Context: an optimization exercise on an open-source flow, tuned for a short achievable clock period and few clock cycles. The choices shown serve that exercise and are no tape-out recipe. Function was checked by simulation only, so behaviour that the tests miss may differ from the original. Power figures rest on the tool's default switching activity, not on a simulated workload.

==> flow/design.v <==
`timescale 1ns / 1ps
module Register (
         input  wire        clk,
         input  wire        reset,
         input  wire        wen,
         input  wire [4: 0] read_register_1,
         input  wire [4: 0] read_register_2,
         input  wire [4: 0] write_register,
         input  wire [31: 0] din,
         output wire [31: 0] dout1,
         output wire [31: 0] dout2
       );
reg [31: 0] registers [31: 1];
assign dout1 = (read_register_1 == 5'b0) ? 32'h0 : registers[read_register_1];
assign dout2 = (read_register_2 == 5'b0) ? 32'h0 : registers[read_register_2];
integer i;
always @(posedge clk)
  if (reset)
    begin
      for (i = 1; i < 32; i = i + 1)
        registers[i] <= 32'h00000000;
      registers[29] <= 32'h00002000;
    end
  else if (wen && (write_register != 5'b00000))
    registers[write_register] <= din;
endmodule
`timescale  1ns / 1ps
module PrefixAdder #(parameter W = 32, parameter L = 6) (
         input  wire [W - 1: 0] a,
         input  wire [W - 1: 0] b,
         input  wire            cin,
         output wire [W - 1: 0] s,
         output wire            cout
       );
localparam N = W + 1;
wire [N - 1: 0] xa = {a, cin};
wire [N - 1: 0] xb = {b, cin};
wire [N - 1: 0] g = xa & xb;
wire [N - 1: 0] t = xa | xb;
wire [N - 1: 0] p = xa ^ xb;
wire [N * (L + 1) - 1: 0] hs, is;
assign hs[N - 1: 0] = g;
assign is[N - 1: 0] = {t[N - 2: 0], 1'b0};
genvar l;
generate
  for (l = 0; l < L; l = l + 1)
    begin : lvl
      localparam D = 1 << l;
      wire [N - 1: 0] hi = hs[N * l + N - 1: N * l];
      wire [N - 1: 0] ii = is[N * l + N - 1: N * l];
      wire [N - 1: 0] hsh;
      wire [N - 1: 0] ish;
      if (D < N)
        begin : sh
          assign hsh = {hi[N - 1 - D: 0], {D{1'b0}}};
          assign ish = {ii[N - 1 - D: 0], {D{1'b1}}};
        end
      else
        begin : nsh
          assign hsh = {N{1'b0}};
          assign ish = {N{1'b1}};
        end
      assign hs[N * (l + 1) + N - 1: N * (l + 1)] = hi | (ii & hsh);
      assign is[N * (l + 1) + N - 1: N * (l + 1)] = ii & ish;
    end
endgenerate
wire [N - 1: 0] h = hs[N * L + N - 1: N * L];
genvar k;
generate
  for (k = 1; k < N; k = k + 1)
    begin : sum
      assign s[k - 1] = h[k - 1] ? (p[k] ^ t[k - 1]) : p[k];
    end
endgenerate
assign cout = t[N - 1] & h[N - 1];
endmodule
`timescale  1ns / 1ps
module CPU (
         clk,
         reset,
         imem_addr,
         imem_data,
         dmem_addr,
         dmem_wdata,
         dmem_wen,
         dmem_rdata
       );
input wire clk, reset;
output [8: 0] imem_addr;
input [31: 0] imem_data;
output [31: 0] dmem_addr;
output [31: 0] dmem_wdata;
output dmem_wen;
input [31: 0] dmem_rdata;
reg [31: 0] pc;
reg [31: 0] ras;        
reg [31: 0] jlast;      
reg         d_v;
reg [31: 0] d_ins, d_pc4, d_pnpc, d_rsv, d_rtv;
reg         d_pt;
reg         e_we, e_load, e_store, e_br, e_jr, e_jalr, e_pt;
reg [4: 0]  e_rd, e_sh;
reg [31: 0] e_a, e_b, e_sd, e_jt, e_pnpc, e_alt;
reg         e_fa, e_fb, e_fs, e_fal, e_fam, e_fbl, e_fbm;
reg         e_add, e_sub, e_and, e_or, e_xor, e_nor, e_slt, e_sltu, e_sll, e_srl, e_sra;
reg         e_beq, e_bne, e_blez, e_bgtz, e_bltz, e_bgez;
reg         m_we, m_load, m_store;
reg [4: 0]  m_rd;
reg [31: 0] m_res, m_sd;
reg         w_we, w2_we;
reg [4: 0]  w_rd, w2_rd;
reg [31: 0] w_d, w2_d;
wire stall, d_exc, ex_redir;
wire [31: 0] ex_tgt;
wire [31: 0] pc4 = {pc[31], pc[30: 0] + 31'd4};
assign imem_addr = pc[10: 2];
wire [31: 0] fi = imem_data;
wire [5: 0] f_op = fi[31: 26];
wire [5: 0] f_fn = fi[5: 0];
wire f_j = (f_op[5: 1] == 5'b00001);
wire f_jal = (f_op == 6'h03);
wire f_jr = (f_op == 6'h00) && (f_fn == 6'h08);
wire f_jalr = (f_op == 6'h00) && (f_fn == 6'h09);
wire f_bt = ((f_op == 6'h01) || (f_op[5: 2] == 4'b0001)) && fi[15];
wire [18: 0] f_lo;
PrefixAdder #(18, 5) fadd_u(.a(pc4[17: 0]), .b({fi[15: 0], 2'b00}), .cin(1'b0), .s(f_lo[17: 0]), .cout(f_lo[18]));
wire [13: 0] pc4_hi_m1 = pc4[31: 18] - 14'd1;
wire [31: 0] f_btgt = {f_lo[18] ? pc4[31: 18] : pc4_hi_m1, f_lo[17: 0]};
wire [31: 0] f_jtgt = {pc4[31: 28], fi[25: 0], 2'b00};
wire [31: 0] f_pred =
       f_j ? f_jtgt :
       f_bt ? f_btgt :
       f_jr ? ras :
       f_jalr ? jlast :
       pc4;
always @(posedge clk)
  if (reset)
    pc <= 32'h80000000;
  else if (ex_redir)
    pc <= ex_tgt;
  else if (d_exc)
    pc <= 32'h80000008;
  else if (!stall)
    pc <= f_pred;
always @(posedge clk)
  if (reset)
    ras <= 32'h0;
  else if (f_jal || f_jalr)
    ras <= pc4;
always @(posedge clk)
  if (reset)
    d_v <= 1'b0;
  else if (ex_redir || d_exc)
    d_v <= 1'b0;
  else if (!stall)
    d_v <= 1'b1;
always @(posedge clk)
  if (stall)
    begin
      d_rsv <= rs_val;
      d_rtv <= rt_val;
    end
  else
    begin
      d_rsv <= rf_rs;
      d_rtv <= rf_rt;
    end
always @(posedge clk)
  if (!stall)
    begin
      d_ins <= fi;
      d_pc4 <= pc4;
      d_pnpc <= f_pred;
      d_pt <= f_bt;
    end
wire [5: 0] op = d_ins[31: 26];
wire [5: 0] fn = d_ins[5: 0];
wire [4: 0] rs = d_ins[25: 21];
wire [4: 0] rt = d_ins[20: 16];
wire [4: 0] rd = d_ins[15: 11];
wire [15: 0] imm = d_ins[15: 0];
wire r = (op == 6'h00);
wire r_sll = r && fn == 6'h00;
wire r_srl = r && fn == 6'h02;
wire r_sra = r && fn == 6'h03;
wire r_jr = r && fn == 6'h08;
wire r_jalr = r && fn == 6'h09;
wire r_add = r && (fn == 6'h20 || fn == 6'h21);
wire r_sub = r && (fn == 6'h22 || fn == 6'h23);
wire r_and = r && fn == 6'h24;
wire r_or = r && fn == 6'h25;
wire r_xor = r && fn == 6'h26;
wire r_nor = r && fn == 6'h27;
wire r_slt = r && fn == 6'h2A;
wire r_sltu = r && fn == 6'h2B;
wire r_shift = r_sll | r_srl | r_sra;
wire r_alu = r_add | r_sub | r_and | r_or | r_xor | r_nor | r_slt | r_sltu;
wire i_bz = (op == 6'h01);
wire i_jal = (op == 6'h03);
wire i_beq = (op == 6'h04);
wire i_bne = (op == 6'h05);
wire i_blez = (op == 6'h06);
wire i_bgtz = (op == 6'h07);
wire i_addi = (op == 6'h08) || (op == 6'h09);
wire i_slti = (op == 6'h0A);
wire i_sltiu = (op == 6'h0B);
wire i_andi = (op == 6'h0C);
wire i_ori = (op == 6'h0D);
wire i_xori = (op == 6'h0E);
wire i_lui = (op == 6'h0F);
wire i_lw = (op == 6'h23);
wire i_sw = (op == 6'h2B);
wire i_alu = i_addi | i_slti | i_sltiu | i_andi | i_ori | i_xori;
wire i_br = i_bz | i_beq | i_bne | i_blez | i_bgtz;
wire defined = r_shift | r_alu | r_jr | r_jalr | (op[5: 4] == 2'b00 && op[3: 0] != 4'h0) | i_lw | i_sw;
wire kernel = d_pc4[31];
assign d_exc = d_v && !kernel && !defined;
wire ok = d_v && (kernel || defined);
wire link = i_jal | r_jalr;
wire [4: 0] dest = d_exc ? 5'd26 : link ? 5'd31 : r ? rd : rt;
wire writes = d_exc || (ok && (r_shift | r_alu | link | i_alu | i_lui | i_lw));
wire d_we = writes && (dest != 5'd0);
wire use_rs = ok && (r_alu | r_jr | r_jalr | i_br | i_alu | i_lw | i_sw) && (rs != 5'd0);
wire use_rt = ok && (r_alu | r_shift | i_beq | i_bne) && (rt != 5'd0);
wire use_sd = ok && i_sw && (rt != 5'd0);
wire [31: 0] rf_rs, rf_rt;
Register regs(
           .clk(clk),
           .reset(reset),
           .wen(w_we),
           .read_register_1(fi[25: 21]),
           .read_register_2(fi[20: 16]),
           .write_register(w_rd),
           .din(w_d),
           .dout1(rf_rs),
           .dout2(rf_rt)
         );
wire [31: 0] m_wd = m_load ? dmem_rdata : m_res;
wire rs_m = m_we && m_rd == rs;
wire rs_w = w_we && w_rd == rs;
wire rs_w2 = w2_we && w2_rd == rs;
wire rt_m = m_we && m_rd == rt;
wire rt_w = w_we && w_rd == rt;
wire rt_w2 = w2_we && w2_rd == rt;
wire [31: 0] rs_val =
       rs_m ? m_wd :
       rs_w ? w_d :
       rs_w2 ? w2_d :
       d_rsv;
wire [31: 0] rt_val =
       rt_m ? m_wd :
       rt_w ? w_d :
       rt_w2 ? w2_d :
       d_rtv;
assign stall = e_load && ok && (((r_jr | r_jalr | i_br) && use_rs && e_rd == rs) ||
                                (i_br && use_rt && e_rd == rt));
wire [31: 0] sext = {{16{imm[15]}}, imm};
wire [31: 0] zext = {16'h0, imm};
wire [31: 0] btgt;
PrefixAdder #(32, 6) badd_u(.a(d_pc4), .b({sext[29: 0], 2'b00}), .cin(1'b0), .s(btgt), .cout());
wire [31: 0] epc = d_pc4 - 32'd4;
wire [31: 0] a_next =
       d_exc ? epc :
       link ? d_pc4 :
       i_lui ? 32'h0 :
       rs_val;
wire [31: 0] b_next =
       (d_exc || link) ? 32'h0 :
       i_lui ? {imm, 16'h0} :
       (i_andi | i_ori | i_xori) ? zext :
       (i_addi | i_slti | i_sltiu | i_lw | i_sw) ? sext :
       rt_val;
wire d_br = ok && i_br && (imm != 16'h0);
wire bubble = reset || ex_redir || stall;
always @(posedge clk)
  if (bubble)
    begin
      e_we <= 1'b0;
      e_load <= 1'b0;
      e_store <= 1'b0;
      e_br <= 1'b0;
      e_jr <= 1'b0;
      e_jalr <= 1'b0;
    end
  else
    begin
      e_we <= d_we;
      e_load <= ok && i_lw;
      e_store <= ok && i_sw;
      e_br <= d_br;
      e_jr <= ok && (r_jr | r_jalr);
      e_jalr <= ok && r_jalr;
    end
always @(posedge clk)
  if (reset)
    begin
      e_pt <= 1'b0;
      e_rd <= 5'h0;
      e_fa <= 1'b0;
      e_fb <= 1'b0;
      e_fal <= 1'b0;
      e_fam <= 1'b0;
      e_fbl <= 1'b0;
      e_fbm <= 1'b0;
      e_fs <= 1'b0;
      e_add <= 1'b0;
      e_sub <= 1'b0;
      e_and <= 1'b0;
      e_or <= 1'b0;
      e_xor <= 1'b0;
      e_nor <= 1'b0;
      e_slt <= 1'b0;
      e_sltu <= 1'b0;
      e_sll <= 1'b0;
      e_srl <= 1'b0;
      e_sra <= 1'b0;
      e_beq <= 1'b0;
      e_bne <= 1'b0;
      e_blez <= 1'b0;
      e_bgtz <= 1'b0;
      e_bltz <= 1'b0;
      e_bgez <= 1'b0;
    end
  else
    begin
      e_pt <= d_pt;
      e_rd <= dest;
      e_fa <= use_rs && e_we && e_rd == rs;
      e_fb <= use_rt && e_we && e_rd == rt;
      e_fal <= use_rs && e_we && e_load && e_rd == rs;
      e_fam <= use_rs && e_we && !e_load && e_rd == rs;
      e_fbl <= use_rt && e_we && e_load && e_rd == rt;
      e_fbm <= use_rt && e_we && !e_load && e_rd == rt;
      e_fs <= use_sd && e_we && e_rd == rt;
      e_add <= !d_exc && (r_add | i_addi | i_lw | i_sw | i_lui | link) || d_exc;
      e_sub <= !d_exc && r_sub;
      e_and <= !d_exc && (r_and | i_andi);
      e_or <= !d_exc && (r_or | i_ori);
      e_xor <= !d_exc && (r_xor | i_xori);
      e_nor <= !d_exc && r_nor;
      e_slt <= !d_exc && (r_slt | i_slti);
      e_sltu <= !d_exc && (r_sltu | i_sltiu);
      e_sll <= !d_exc && r_sll;
      e_srl <= !d_exc && r_srl;
      e_sra <= !d_exc && r_sra;
      e_beq <= i_beq;
      e_bne <= i_bne;
      e_blez <= i_blez;
      e_bgtz <= i_bgtz;
      e_bltz <= i_bz && rt == 5'd0;
      e_bgez <= i_bz && rt == 5'd1;
    end
always @(posedge clk)
  begin
    e_sh <= d_ins[10: 6];
    e_a <= a_next;
    e_b <= b_next;
    e_sd <= rt_val;
    e_jt <= rs_val;
    e_pnpc <= d_pnpc;
    e_alt <= d_pt ? d_pc4 : btgt;
  end
wire [31: 0] ea = ({32{e_fal}} & dmem_rdata) | ({32{e_fam}} & m_res) | ({32{~e_fa}} & e_a);
wire [31: 0] eb = ({32{e_fbl}} & dmem_rdata) | ({32{e_fbm}} & m_res) | ({32{~e_fb}} & e_b);
wire [31: 0] sum, dif;
wire dif_c;
PrefixAdder #(32, 6) add_u(.a(ea), .b(eb), .cin(1'b0), .s(sum), .cout());
PrefixAdder #(32, 6) sub_u(.a(ea), .b(~eb), .cin(1'b1), .s(dif), .cout(dif_c));
wire lt = (ea[31] ^ eb[31]) ? ea[31] : dif[31];
wire ltu = ~dif_c;
wire [31: 0] shl = eb << e_sh;
wire [31: 0] shr = eb >> e_sh;
wire [63: 0] sha64 = {{32{eb[31]}}, eb} >> e_sh;
wire [31: 0] sha = sha64[31: 0];
wire [31: 0] other =
       ({32{e_and}} & (ea & eb)) |
       ({32{e_or}} & (ea | eb)) |
       ({32{e_xor}} & (ea ^ eb)) |
       ({32{e_nor}} & ~(ea | eb)) |
       ({32{e_sll}} & shl) |
       ({32{e_srl}} & shr) |
       ({32{e_sra}} & sha);
wire slt_bit = (e_slt & lt) | (e_sltu & ltu);
wire [31: 0] result =
       ({32{e_add}} & sum) |
       ({32{e_sub}} & dif) |
       {other[31: 1], other[0] | slt_bit};
wire eq_nn = (e_a == e_b);
wire eq_fn = (m_res == e_b);
wire eq_nf = (e_a == m_res);
wire eq = e_fa ? (e_fb ? 1'b1 : eq_fn) : (e_fb ? eq_nf : eq_nn);
wire az = e_fa ? (m_res == 32'h0) : (e_a == 32'h0);
wire an = e_fa ? m_res[31] : e_a[31];
wire taken =
     (e_beq & eq) |
     (e_bne & ~eq) |
     (e_blez & (an | az)) |
     (e_bgtz & ~an & ~az) |
     (e_bltz & an) |
     (e_bgez & ~an);
wire br_redir = e_br && (taken != e_pt);
wire jr_redir = e_jr && (e_jt != e_pnpc);
assign ex_redir = br_redir || jr_redir;
assign ex_tgt = e_jr ? e_jt : e_alt;
always @(posedge clk)
  if (reset)
    jlast <= 32'h0;
  else if (e_jalr)
    jlast <= e_jt;
wire [31: 0] sd = e_fs ? m_wd : e_sd;
always @(posedge clk)
  if (reset)
    begin
      m_we <= 1'b0;
      m_load <= 1'b0;
      m_store <= 1'b0;
      m_rd <= 5'h0;
    end
  else
    begin
      m_we <= e_we;
      m_load <= e_load;
      m_store <= e_store;
      m_rd <= e_rd;
    end
always @(posedge clk)
  begin
    m_res <= result;
    m_sd <= sd;
  end
assign dmem_addr = m_res;
assign dmem_wdata = m_sd;
assign dmem_wen = m_store;
always @(posedge clk)
  if (reset)
    begin
      w_we <= 1'b0;
      w_rd <= 5'h0;
    end
  else
    begin
      w_we <= m_we;
      w_rd <= m_rd;
    end
always @(posedge clk)
  begin
    w_d <= m_wd;
    w2_d <= w_d;
  end
always @(posedge clk)
  if (reset)
    begin
      w2_we <= 1'b0;
      w2_rd <= 5'h0;
    end
  else
    begin
      w2_we <= w_we;
      w2_rd <= w_rd;
    end
endmodule
==> flow/run.sh <==
#!/bin/bash
# synth_recipe.tcl (not shown) runs the flow's synth.tcl, then flattens the netlist and writes it again
# the make line also repeats each setting of config.mk as NAME=value (left out here)
make -C /OpenROAD-flow-scripts/flow DESIGN_CONFIG=/design/flow/config.mk WORK_HOME=/design/flow/orfs CLKGATE_MAP_FILE= SYNTH_SCRIPT=/design/flow/synth_recipe.tcl finish
==> flow/config.mk <==
export PLATFORM = sky130hd
export DESIGN_NAME = CPU
export DESIGN_NICKNAME = CPU
export VERILOG_FILES = /design/flow/design.v
export SDC_FILE = /design/flow/constraint.sdc
export NUM_CORES = 4
export LEC_CHECK = 0
export ABC_CLOCK_PERIOD_IN_PS = 3500
export CAP_MARGIN = 20
export CORE_MARGIN = 2
export CORE_UTILIZATION = 55
export SETUP_SLACK_MARGIN = 4.5
export SLEW_MARGIN = 20
==> flow/constraint.sdc <==
create_clock -name core_clock -period 7.0 [get_ports {clk}]
set_input_delay 1.4000 -clock core_clock [delete_from_list [all_inputs] [get_ports {clk}]]
set_output_delay 1.4000 -clock core_clock [all_outputs]
set_load 0.01 [all_outputs]
==> impl_results.md, run 1 <==
- DR pass1 iterations: 9
- CP endpoint kind: flip-flop
- Commonest non-fill, non-tap cell in the layout: edfxtp_1
- First-pass GRT wire length: 541,400 um
- Final period util: 53.77%
- Clock share of power: 34.3%
- H-tree depth: 4
- Worst setup SP type: flip-flop
- Max-cap violations: 0
- Clock latency on the worst-skew pair: 0.87 ns
- Die height: 417.4 um
- Initial drt markers: 11,030
- Status: finished clean
- Hold Vio Cnt, Final: 0
- Most frequent cells in the layout: edfxtp_1 (1,121), and2_1 (1,001), mux4_2 (654), buf_4 (534), dfxtp_1 (438)
- Vias: 76,090
- Vias in the first global route: 73,730
- Biggest register: regs.registers
- Leakage power: 46.65 nW
- Sw Share: 30.80%
- Final worst slack: 3.236 ns
- Root buf cell: clkbuf_16
- Max reg flops: 1,024
- Pint: 19.37 mW
- Yosys cell types: 86
- Total GRT Usage: 43.82%
- Setup WS pre-CTS: 1.441 ns
- Hold_sp: d_pnpc[30]
- Peak supply drop: 289.0 uV
- # setup viols final: 0
- Clk buf depth: 3
- CP Max Fanout: 5
- Initial antenna violation count: 33
- Slew Limit Fails: 0
- Initial Util: 55.45%
- Fin Clk Skew: 0.04163 ns
- Fin crit period: 3.764 ns
- Post-detail-place hpwl: 221,300 um
- Ys async rst share: 0%
- Worst slew margin: 17.63%
- Post-route ant nets: 0
- Worst Hold Class: flip-flop to flip-flop
- Worst r2r src: e_a[7]
- I/O pin total: 140
- Sw Pwr: 8.622 mW
- Largest net degree at the start of global routing: 62
- Layout cells sized above 1: 39.94%
- Cell Count, Final, Fillers Out: 10,980
- FILL cells: 11,170
- RSZ-0062 raised after global routing: true
- Gpl congestion: 1.046
- CP startpoint: e_a[7]
- FP Rows: 151
- Worst slew pin tran: 1.234 ns
- Achievable Freq: 265.7 MHz
- Cell Count Post-Placement: 9,681
- Clock sink total: 1,663
- TritonCTS clock tree: built
- Die area: 0.1742 mm^2
- Setup CP Type: flip-flop to flip-flop
- Seq cells post-synth: 1,663
- Final wirelength: 396,800 um
- Core ar.: 0.1695 mm^2
- Setup TNS: 0 ns
- Grt ovf: 0
- Comb pwr share: 23.7%
- CP Data Arrival Time: 4.49 ns
- Ys flop type: edfxtp_1
- Wire length per cell: 36.13 um
- Seq pwr share: 41.9%
- Port Buffers: 139
- Clock Pin Slew Worst Setup and Hold Paths: 0.06 ns
- Nets@finish: 8,976
- DRC violations left: 0
- Post-Syn Area: 0.09398 mm^2
- Hold_ws: 0.3391 ns
- CTS Hold Bufs: 0
- Mean Syn Cell Area: 12.05 um^2
- EDFF count, synth: 1,121
- Pwr Density: 229.2 mW/mm^2
- CP required: 7.72 ns
- Cts bufs inserted: 179
- Routed vias/inst: 6.928
- Gate Count Post-Synth: 7,796
- Layout Area Growth over Synthesis: 29.97%
- Die X: 417.4 um
- Seq/Total Area, Yosys: 47.37%
- Syn. warnings: 2
-- per-stage QoR --
step | power (mW) | area (um^2) | util, %
floorplan | 14.75 | 96920 | -
global placement | 16.61 | 98480 | 58.11
detailed placement | 16.65 | 98480 | 58.11
CTS | 27.24 | 118000 | 69.66
global route | 28.59 | 122100 | 72.06
finish | 27.99 | 122100 | 72.07
-- cell families after synthesis --
kind of cell / after synthesis / synth area share (%)
compound gates: 1116 / 7.709
xor+xnor: 243 / 2.265
fa+ha+maj: 309 / 4.114
buf+inv: 898 / 3.717
flops: 1663 / 47.37
mux: 1104 / 20.64
other cells: 1 / 0.003990
simple gates: 2462 / 14.18
-- critical path: stages (launching register included) --
cell	delay [ns]
dfxtp_1	0.49
nor2b_1	0.39
a221o_1	0.26
inv_1	0.10
ha_1	0.27
nor2_4	0.20
nand3_1	0.17
o21ai_2	0.30
nand3_2	0.16
a311oi_4	0.30
and4b_1	0.24
or4_4	0.54
o32ai_2	0.11
o21ai_1	0.10
-- routing by layer --
layer,GRT usage (%),share of wire [%],vias up
li1,-,-,30620
met2,67.59,45,5849
met1,54.36,34,37880
met3,11.48,12,1699
met4,29.73,8.8,32
met5,0,0.058,-
-- final timing paths --
kind           endpoint  slack, ns  depth (start not counted)
min reg2reg  e_pnpc[30]       0.34                          0
min          e_pnpc[30]       0.34                          0
max reg2reg   m_res[30]       3.24                         13
max           m_res[30]       3.24                         13
-- synthesized netlist by cell type, types with 89 or more instances --
| cell | number | area (um^2) |
|---|---|---|
| inv_1 | 244 | 915.9 |
| edfxtp_1 | 1121 | 33660 |
| buf_1 | 89 | 334.1 |
| dfxtp_1 | 542 | 10850 |
| a21oi_1 | 296 | 1481 |
| nand2_1 | 300 | 1126 |
| and2_1 | 1005 | 6287 |
| or3_1 | 93 | 581.8 |
| mux2i_1 | 317 | 3173 |
| a211oi_1 | 183 | 1374 |
| o21ai_0 | 220 | 1101 |
| xnor2_1 | 141 | 1235 |
| clkbuf_1 | 518 | 1944 |
| nor3_1 | 113 | 565.5 |
| ha_1 | 309 | 3866 |
| nor2b_1 | 101 | 631.9 |
| xor2_1 | 102 | 893.4 |
| nor2_1 | 499 | 1873 |
| mux4_2 | 654 | 14730 |
| mux2_2 | 133 | 1498 |
-- layout make-up --
cell class / count / area (um^2) / share of cell area (%)
Multi-Input combinational cell: 5305 / 53100 / 43.48
Sequential cell: 1663 / 44760 / 36.64
Timing Repair Buffer: 1192 / 14510 / 11.88
Clock buffer: 246 / 4945 / 4.048
Tap cell: 2218 / 2775 / 2.272
Inverter: 252 / 1010 / 0.8267
Clock inverter: 87 / 870.8 / 0.7130
Timing Repair inverter: 8 / 143.9 / 0.1178
Antenna cell: 12 / 30.03 / 0.02458
-- timing repair --
action | 4_1_cts | 5_1_grt
buffers inserted | 669 | 167
gates resized for setup | 1790 | 526
setup endpoints to repair | 2552 | 1295
pin swaps | 350 | 197
gates cloned | 106 | 15
-- power by group through the flow --
stage          Combinational (mW)  Clock (mW)  Sequential, mW
5_1_grt                      6.83        9.99            11.8
2_1_floorplan                3.20           0            11.5
3_3_place_gp                 4.72           0            11.9
3_5_place_dp                 4.73           0            11.9
6_report                     6.64        9.61            11.7
4_1_cts                      6.00        9.58            11.7
Testbench counts, summed over its fixed seeds: cycles 64,629.
==> run 2: changes to the inputs <==
--- a/flow/config.mk
+++ b/flow/config.mk
@@ -7,6 +7,5 @@
 export LEC_CHECK = 0
-export ABC_CLOCK_PERIOD_IN_PS = 3500
 export CAP_MARGIN = 20
 export CORE_MARGIN = 2
-export CORE_UTILIZATION = 55
+export CORE_UTILIZATION = 65
 export SETUP_SLACK_MARGIN = 4.5
==> run 2 against run 1 <==
The run now fails in global routing; synthesized cell count stayed put; area after synthesis stayed put.
==> impl_results.md, run 2 <==
- EDFF count, synth: 1,121
- Status: stopped before the end
- Cts bufs inserted: 170
- Halt Reason: [ERROR GRT-0232] Routing congestion too high. Check the congestion heatmap in the GUI.
- Ys async rst share: 0%
- Grt ovf: 14
- Largest net degree at the start of global routing: 86
- H-tree depth: 4
- Ys flop type: edfxtp_1
- Post-Syn Area: 0.09398 mm^2
- Post-detail-place hpwl: 217,100 um
- Crit. endpoint post-GRT repair: m_res[28]$_DFF_P_/D
- Syn. warnings: 2
- Seq/Total Area, Yosys: 47.37%
- Most frequent cell after synthesis: edfxtp_1
- Yosys cell types: 86
- Root buf cell: clkbuf_16
- Die X: 384.2 um
- Total GRT Usage: 73.29%
- Clock sink total: 1,663
- Seq cells post-synth: 1,663
- Worst_ep kind: sequential cell input
- Port Buffers: 139
- Gpl congestion: 1.054
- I/O pin total: 140
- Initial Util: 65.50%
- Setup WS pre-CTS: 1.347 ns
- Post-synth top area share: 35.82%
- Die height: 384.2 um
- Initial antenna violation count: 97
- Top cells by area, synth: edfxtp_1 (36%), mux4_2 (16%), dfxtp_1 (12%)
- Mean Syn Cell Area: 12.05 um^2
- Yosys top cell by area: edfxtp_1
- FP Rows: 139
- Stopped at: global routing
- Clk buf depth: 3
- Gate Count Post-Synth: 7,796
- CTS Hold Bufs: 0
- Synth top cells by count: edfxtp_1 (1,121), and2_1 (1,005), mux4_2 (654), dfxtp_1 (542), clkbuf_1 (518)
-- run 2: how the worst max path moves through the flow --
stage                              start   endpoint  depth (start not counted)
after CTS                  dmem_rdata[0]  m_res[31]                         14
after floorplan           dmem_rdata[16]  m_res[30]                         13
after detailed placement   dmem_rdata[1]  m_res[31]                         14
after global placement     dmem_rdata[1]  m_res[31]                         14
-- run 2: kinds of logic after synthesis --
group                      after synthesis  synth area share [%]
AOI/OAI and AO/OA                     1116                 7.709
xor gates and xnor gates               243                 2.265
adders and majority gates              309                 4.114
buffers and inverters                  898                 3.717
DFF                                   1663                 47.37
muxes                                 1104                 20.64
other                                    1              0.003990
and+or+nand+nor                       2462                 14.18
-- run 2: what timing repair did --
item                                     CTS
pin swaps                                357
buffers inserted                         566
endpoints found under the setup margin  2546
gates resized for setup                 1671
gates cloned                             102
-- run 2: through the flow --
stage / instance area (um^2) / power, mW / instances
2_1_floorplan: 96920 / 14.75 / 7827
3_3_place_gp: 97980 / 16.50 / 9357
3_5_place_dp: 98010 / 16.58 / 9359
4_1_cts: 115200 / 26.49 / 10330
-- run 2: routing by layer --
metal	overflow	global-route usage, %
met5	0	30.38
met4	9	71.45
met3	1	57.57
met2	4	90.04
met1	0	73.68
-- run 2: power groups by stage --
stage	logic [mW]	registers [mW]	clock network, mW
after detailed placement	4.68	11.9	0
after floorplan	3.20	11.5	0
after CTS	5.78	11.7	9.06
after global placement	4.65	11.8	0
==> run 3: changes to the inputs <==
--- a/flow/config.mk
+++ b/flow/config.mk
@@ -9,4 +9,4 @@
 export CORE_MARGIN = 2
-export CORE_UTILIZATION = 65
-export SETUP_SLACK_MARGIN = 4.5
+export CORE_UTILIZATION = 45
+export SETUP_SLACK_MARGIN = 5.0
 export SLEW_MARGIN = 20
==> run 3 against run 2 <==
Now clean on timing, DRC and antenna; synthesized cell count unchanged; area after synthesis did not move.
==> impl_results.md, run 3 <==
- Vias in the first global route: 79,580
- Clock sink total: 1,663
- Ys flop type: edfxtp_1
- FP Rows: 167
- Hold Vio Cnt, Final: 0
- Worst r2r dst: pc[23]
- Post-Layout Inst Area: 0.1373 mm^2
- Design Power: 29.76 mW
- Gate Count Post-Synth: 7,796
- Grt ovf: 0
- Fin Clk Skew: 0.1007 ns
- First-pass GRT wire length: 630,700 um
- Initial Util: 45.34%
- Cell Count, Final, Fillers Out: 12,170
- Pint: 20.28 mW
- Seq cells post-synth: 1,663
- FILL cells: 14,030
- Clock Pin Slew Worst Setup and Hold Paths: 0.06 ns
- Worst slew margin: 23.15%
- Root buf cell: clkbuf_16
- Achievable Freq: 262.6 MHz
- WHS Endpoint: e_pnpc[27]
- Layout Utilization: 66.26%
- Setup CP Type: flip-flop to flip-flop
- Status: finished clean
- Most frequent cells in the layout: edfxtp_1 (1,121), mux4_2 (654), buf_4 (539), buf_6 (515), and2_4 (504)
- Comb pwr share: 24.4%
- Initial drt markers: 14,160
- Core ar.: 0.2073 mm^2
- Hold_sp: d_pnpc[27]
- Worst slew pin tran: 1.153 ns
- Initial antenna violation count: 62
- CP endpoint kind: flip-flop
- Sw Pwr: 9.481 mW
- Peak supply drop: 300.8 uV
- Pwr Density: 216.7 mW/mm^2
- Hold depth: 0
- Total GRT Usage: 42.70%
- Hold_ws: 0.3414 ns
- Routed vias/inst: 6.954
- Commonest non-fill, non-tap cell in the layout: edfxtp_1
- Seq/Total Area, Yosys: 47.37%
- Fin crit period: 3.808 ns
- Post-Syn Area: 0.09398 mm^2
- CP Max Fanout: 5
- Synth top cells by count: edfxtp_1 (1,121), and2_1 (1,005), mux4_2 (654), dfxtp_1 (542), clkbuf_1 (518)
- Die height: 461.0 um
- R2R Setup Slk: 3.19 ns
- Clock latency on the worst-skew pair: 0.94 ns
- DP Area: 0.1001 mm^2
- Largest net degree at the start of global routing: 81
- Max reg flops: 1,024
- Leakage power: 52.80 nW
- RSZ-0062 raised after global routing: true
- Clk buf depth: 3
- DRC violations left: 0
- Final period util: 54.40%
- Layout cells sized above 1: 52.04%
- Worst Hold Class: flip-flop to flip-flop
- Top cells by area, synth: edfxtp_1 (36%), mux4_2 (16%), dfxtp_1 (12%)
- Worst R2R Path Depth: 22
- Mean Syn Cell Area: 12.05 um^2
- Most frequent cell after synthesis: edfxtp_1
- Cts bufs inserted: 186
- Nets@finish: 9,541
- Sw Share: 31.86%
- Clock share of power: 35.7%
- CP Data Arrival Time: 4.57 ns
- Gpl congestion: 1.042
- TritonCTS clock tree: built
- Layout Area Growth over Synthesis: 46.14%
- DR pass1 iterations: 10
- # setup viols final: 0
- Yosys top cell by area: edfxtp_1
- Die X: 461.0 um
- Post-route ant nets: 0
- Yosys cell types: 86
- Final worst slack: 3.192 ns
- Ys async rst share: 0%
- Cell Count Post-Placement: 10,240
- Syn. warnings: 2
- Biggest register: regs.registers
- CP required: 7.76 ns
- Post-detail-place hpwl: 227,100 um
- Slew Limit Fails: 0
- Vias: 84,630
- Port Buffers: 139
- Seq pwr share: 39.9%
- Worst setup SP type: flip-flop
- EDFF count, synth: 1,121
- Wire length per cell: 40.84 um
- I/O pin total: 140
- Post-synth top area share: 35.82%
- Die area: 0.2125 mm^2
- Setup WS pre-CTS: 1.270 ns
- Setup TNS: 0 ns
- Worst r2r src: pc[3]
- Final wirelength: 497,000 um
- H-tree depth: 4
- Max-cap violations: 0
==> run 3: cells by family after synthesis <==
group	Yosys count	synth area share [%]
and+or+nand+nor	2462	14.18
AOI/OAI and AO/OA	1116	7.709
buffers and inverters	898	3.717
adders and majority gates	309	4.114
muxes	1104	20.64
other	1	0.003990
DFF	1663	47.37
xor gates and xnor gates	243	2.265
==> run 3: layout make-up <==
cell class	count	area (um^2)	share of cell area (%)
Clock buffer	228	5080	3.699
Tap cell	2788	3488	2.540
Multi-Input combinational cell	5311	56820	41.37
Sequential cell	1663	44790	32.61
Antenna cell	57	142.6	0.1039
Clock inverter	118	1321	0.9620
Timing Repair inverter	7	103.9	0.07561
Timing Repair Buffer	1745	24560	17.88
Inverter	252	1033	0.7525
==> run 3: power by group through the flow <==
stage	registers [mW]	logic, mW	clock network [mW]
floorplan	11.6	3.32	0
global placement	11.9	4.83	0
detailed placement	12.0	4.83	0
CTS	11.7	6.37	10.4
global route	11.9	7.42	10.9
finish	11.9	7.27	10.6
==> run 3: worst max path at each step <==
stage	from	end	slack [ns]	depth (start not counted)
after floorplan	dmem_rdata[16]	m_res[30]	2.89	13
after detailed placement	dmem_rdata[1]	m_res[31]	1.27	14
after CTS	dmem_rdata[6]	m_res[30]	3.28	13
final	pc[3]	pc[23]	3.19	22
after global placement	dmem_rdata[1]	m_res[31]	1.24	14
after global routing	pc[3]	pc[31]	3.10	21
==> run 3: timing repair <==
| action | 4_1_cts | 5_1_grt |
|---|---|---|
| gates cloned | 234 | 40 |
| setup buffers | 966 | 282 |
| gates resized for setup | 2540 | 1239 |
| hold buffers | 0 | 0 |
| endpoints found under the setup margin | 2601 | 2554 |
| pin swaps | 481 | 361 |
==> run 3: routing by layer <==
| metal | global-route usage (%) | routed length, um | up-vias |
|---|---|---|---|
| met1 | 49.66 | 157900 | 41640 |
| met3 | 15.15 | 71940 | 2960 |
| met2 | 62.57 | 208200 | 8091 |
| li1 | - | - | 31880 |
| met4 | 36.93 | 58270 | 58 |
| met5 | 0.7118 | 705 | - |
==> run 3: critical path, cell delays in order, from the launching register on <==
cell	delay, ns
dfxtp_4	0.40
ha_4	0.18
buf_6	0.09
and3_4	0.20
and4_4	0.27
nand2_4	0.07
xor2_4	0.16
buf_6	0.13
ha_4	0.17
nor4_4	0.28
o21ai_2	0.11
a31oi_4	0.29
o21ai_4	0.11
o211ai_1	0.10
buf_4	0.19
buf_4	0.13
buf_6	0.09
nor2_4	0.04
buf_4	0.17
a211oi_4	0.24
o21ai_2	0.10
nand2_1	0.07
a21oi_1	0.06

-- what the ideal ports hide --
The flow's constraints put no driver on any port. The routed layouts listed below were extracted and timed again, unchanged, in two steps. Step 1: set_driving_cell puts a clkbuf_16 on clk and a buf_2 on each other input, an assumption about the parent block. Step 2 moves the port delays by t, midway between the first and last clock arrival at a register: inputs arrive t later, outputs are due t later. That takes back most of the time a late clock gives input paths. a / b / c = ideal / step 1 / step 2; a / b = the first two.
run | t, ns | setup WS [ns] | worst setup path after step 2 | slew at the worst register clock pin (ns) | worst slew at a driven data input, ns
run 1 | 0.939 | 3.236 / 3.236 / 2.367 | input to register | 0.07 / 0.07 | 0.44
run 3 | 0.984 | 3.192 / 3.192 / 2.295 | input to register | 0.08 / 0.08 | 0.47
After both steps setup and hold are still met in every run listed. The setup slack of run 3, which loses most, moves by 0.000 ns with the drivers and by -0.897 ns with both steps.
